Background: an optimization exercise with open tools, aiming at small area. Do not read the settings as production practice.
Only simulation tests tie the RTL to the original design; equivalence was not proved.
No driver is modelled on the clock port, so clock power and skew are understated where the tree is cut down; a real chip needs a root buffer or a tree.
Power is estimated from default activity; no workload was simulated.

==> run a <==
==> flow/design.v (excerpt) <==
module battleship (
  input            clk  ,
  input            rst  ,
  input            start,
  input      [1:0] X    ,
  input      [1:0] Y    ,
  input            pAb  ,
  input            pBb  ,
  output reg [7:0] disp0,
  output reg [7:0] disp1,
  output reg [7:0] disp2,
  output reg [7:0] disp3,
  output reg [7:0] led
);
==> flow/config.mk <==
export PLATFORM = sky130hd
export DESIGN_NAME = battleship
export DESIGN_NICKNAME = battleship
export VERILOG_FILES = /design/flow/design.v
export SDC_FILE = /design/flow/constraint.sdc
export NUM_CORES = 4
export LEC_CHECK = 0
export ABC_AREA = 1
export CAP_MARGIN = 0
export CORE_MARGIN = 2
export CORE_UTILIZATION = 40
export GPL_TIMING_DRIVEN = 0
export SLEW_MARGIN = 0
==> flow/constraint.sdc <==
create_clock -name core_clock -period 5.0 [get_ports {clk}]
set_input_delay 1.0000 -clock core_clock [delete_from_list [all_inputs] [get_ports {clk}]]
set_output_delay 1.0000 -clock core_clock [all_outputs]
set_load 0.01 [all_outputs]
standard.sh (not shown) runs the stock make flow with config.mk's settings and CLKGATE_MAP_FILE= SYNTH_SCRIPT=/design/flow/synth_recipe.tcl, a recipe that flattens the netlist after the stock synthesis.
==> flow/flow/run.sh <==
#!/bin/bash
# Layout flow: the standard synthesis; an area-oriented re-mapping of the
# combinational logic (registers untouched, best of several ABC seeds); the standard flow's
# standard layout with minimum-size port buffers; after CTS, the clock tree is
# replaced by a few clock buffers that each drive a compact group of flip-flops.
set -u
RES=$PWD/orfs/results/$FLOW_PLATFORM/battleship/base
bash standard.sh synth > 1_standard_synth.log 2>&1 || { echo "standard synth failed"; exit 1; }
cp "$RES/1_2_yosys.v" 1_2_yosys_standard.v
export REMAP_T=20
REMAP_SEED=0 REMAP_TAG=0 REMAP_EXTRA="" yosys -c flow/remap.tcl > 2_remap_yosys_0.log 2>&1
pids=""
for s in $(seq 1 15); do
  extra=""
  if [ $s -ge 8 ]; then extra="; strash; dch -f; map -a"; fi
  REMAP_SEED=$((s % 8)) REMAP_TAG=$s REMAP_EXTRA="$extra" yosys -c flow/remap.tcl > 2_remap_yosys_$s.log 2>&1 &
  pids="$pids $!"
  if [ $((s % 4)) -eq 3 ]; then wait $pids; pids=""; fi
done
wait $pids
best=""; besta=""
for s in $(seq 0 15); do
  f=1_2_yosys_remap_$s.v; st=2_remap_stat_$s.txt
  [ -s "$f" ] && [ -s "$st" ] || continue
  a=$(grep "Chip area for module" "$st" | awk '{print $NF}')
  echo "remap seed $s: $a" >> 2_remap_summary.txt
  if [ -z "$besta" ] || awk "BEGIN{exit !($a < $besta)}"; then best=$f; besta=$a; fi
done
if [ -n "$best" ]; then
  echo "using $best ($besta)" >> 2_remap_summary.txt
  cp "$best" "$RES/1_2_yosys.v"
  rm -f "$RES/1_synth.odb" "$RES/1_synth.sdc"
else
  echo "remap failed, keeping the standard netlist" | tee -a 2_remap_summary.txt
fi
export MC_CLOCK_PORT=clk MC_BUF=sky130_fd_sc_hd__clkbuf_8 MC_GROUPS=3
bash standard.sh "BUFFER_PORTS_ARGS=-buffer_cell sky130_fd_sc_hd__buf_1" \
  "CTS_ARGS=-sink_clustering_enable -repair_clock_nets -dont_use_dummy_load" \
  "POST_CTS_TCL=$PWD/flow/manual_clock.tcl" SKIP_REPAIR_TIE_FANOUT=1 finish > 3_standard_layout.log 2>&1 || { echo "layout failed"; tail -20 3_standard_layout.log; exit 1; }
Other scripts of this flow, unchanged in this note and not shown: flow/flow/manual_clock.tcl, flow/flow/remap.tcl
==> run b (differences from run a) <==
--- a/flow/design.v
+++ b/flow/design.v
@@ -33,17 +33,17 @@
   dig = {1'b0, v[1], ~v[1] & ~v[0], ~v[0], v[1] | ~v[0], ~v[1] | v[0], 1'b1, v[1] | ~v[0]};
 endfunction
 reg  [3:0]  st;
 reg  [15:0] mA, mB;    
 reg  [1:0]  sA, sB;    
 reg  [1:0]  XQ, YQ;    
 reg         Z;         
 reg         oa, ob;    
-wire        lw = Z;    
+reg         lw;        
 reg  [1:0]  ch;        
 wire [5:0] cnt = {ch, YQ, XQ};
 reg         btn;       
 wire bA = btn, bB = btn;
 wire s_IDLE = st == IDLE;
 wire s_DISPLAY_A = st == DISPLAY_A;
 wire s_INPUT_A = st == INPUT_A;
 wire s_ERROR = st == ERROR;
@@ -117,28 +117,26 @@
   else begin       ch <= 2'd0; YQ <= Y; XQ <= X; end
   btn <= nsideb ? pBb : pAb;
   for (i = 0; i < 16; i = i + 1) begin
     if (wdA[i]) mA[i] <= s_INPUT_A;
     if (wdB[i]) mB[i] <= s_INPUT_B;
   end
   if (clrS) sA <= 2'd0; else if (incA) sA <= sA + 2'd1;
   if (clrS) sB <= 2'd0; else if (incB) sB <= sB + 2'd1;
+  if ((s_SHOOT_A & bA) | (s_SHOOT_B & bB)) Z <= rd;
   if (rst) begin
     st <= IDLE;
     oa <= 1'b0;
     ob <= 1'b0;
-    Z  <= 1'b0;
+    lw <= 1'b0;
   end else begin
     st <= nst;
-    if (s_WIN_A & t49) oa <= 1'b1;
-    if (s_WIN_B & t49) ob <= 1'b1;
-    if ((s_SHOOT_A | s_SHOOT_B) & btn) Z <= rd;
-    else if (s_WIN_A) Z <= 1'b0;
-    else if (s_WIN_B) Z <= 1'b1;
+    if (s_WIN_A & t49 & ~oa) begin oa <= 1'b1; lw <= 1'b0; end
+    if (s_WIN_B & t49 & ~ob) begin ob <= 1'b1; lw <= 1'b1; end
   end
 end
 wire d_xy   = s_INPUT_A | s_SHOOT_A | s_INPUT_B | s_SHOOT_B;
 wire d_sink = s_SINK_A | s_SINK_B;
 wire d_wa   = s_WIN_A | s_OVRWIN_A;
 wire d_wb   = s_WIN_B | s_OVRWIN_B;
 wire d_num  = d_xy | d_sink | d_wa | d_wb | s_SHOW_SCORE;
 wire [1:0] v0 = d_xy ? YQ : d_sink ? sB : d_wa ? {1'b0, ob} : d_wb ? {ob, ~ob} : 2'd0;
--- a/flow/flow/run.sh
+++ b/flow/flow/run.sh
@@ -31,9 +31,9 @@
   cp "$best" "$RES/1_2_yosys.v"
   rm -f "$RES/1_synth.odb" "$RES/1_synth.sdc"
 else
   echo "remap failed, keeping the standard netlist" | tee -a 2_remap_summary.txt
 fi
 export MC_CLOCK_PORT=clk MC_BUF=sky130_fd_sc_hd__clkbuf_8 MC_GROUPS=3
 bash standard.sh "BUFFER_PORTS_ARGS=-buffer_cell sky130_fd_sc_hd__buf_1" \
   "CTS_ARGS=-sink_clustering_enable -repair_clock_nets -dont_use_dummy_load" \
-  "POST_CTS_TCL=$PWD/flow/manual_clock.tcl" SKIP_REPAIR_TIE_FANOUT=1 finish > 3_standard_layout.log 2>&1 || { echo "layout failed"; tail -20 3_standard_layout.log; exit 1; }
+  "POST_CTS_TCL=$PWD/flow/manual_clock.tcl" finish > 3_standard_layout.log 2>&1 || { echo "layout failed"; tail -20 3_standard_layout.log; exit 1; }
==> comparison table <==
item                                                                     run a                    run b
Part of the power in the clock network                                    9.2%                    17.3%
Overall fraction of global-route tracks in use                           19.5%                    19.1%
VDD IR max                                                          0.000261 V               0.000197 V
Non-filler cells in the finished layout                                    429                      437
Run status                                             complete, no violations  complete, no violations
Mapped Avg Cell Area                                                  8.37 um2                 8.25 um2
Final Core Density                                                       45.6%                    45.7%
Wire length on met3                                                     446 um                   227 um
Area occupied by multi-input gates                                    1080 um2                 1060 um2
Post-Place Worst Slack                                                  479 ps                   704 ps
Portion of total power attributed to sequential cells                    36.8%                    53.1%
Final wirelength                                                       6.92 mm                  6.46 mm
Drt first-iter violations                                                  202                      187
Footprint of the flip-flops and latches                               1320 um2                 1350 um2
In every run of this note, the design's own scripts or RTL, not TritonCTS, make the clock network.

-- afterwards: timing with drivers on the ports --
No port has a modelled driver above. Below, the same layouts with a new extraction and two added sets of constraints.
Step 1 assumes that a clkbuf_16 drives the clock port and a buf_2 every other input.
Step 2 also shifts input and output timing later by t, the mid clock arrival at the registers, as if the neighbouring blocks saw the same clock.
a / b / c = ideal / step 1 / step 2; a / b = the first two.
| run | t, ns | slack for setup (ns) | worst setup path at the end | clock arrival spread, ns | worst register clock-pin slew, ns |
|---|---|---|---|---|---|
| run a | 0.205 | 0.426 / 0.376 / 0.581 | register to output | 0.027 / 0.027 | 0.12 / 0.12 |
| run b | 0.213 | 0.638 / 0.638 / 0.638 | register to register | 0.012 / 0.013 | 0.11 / 0.11 |
After both steps setup and hold are still met in every run listed.
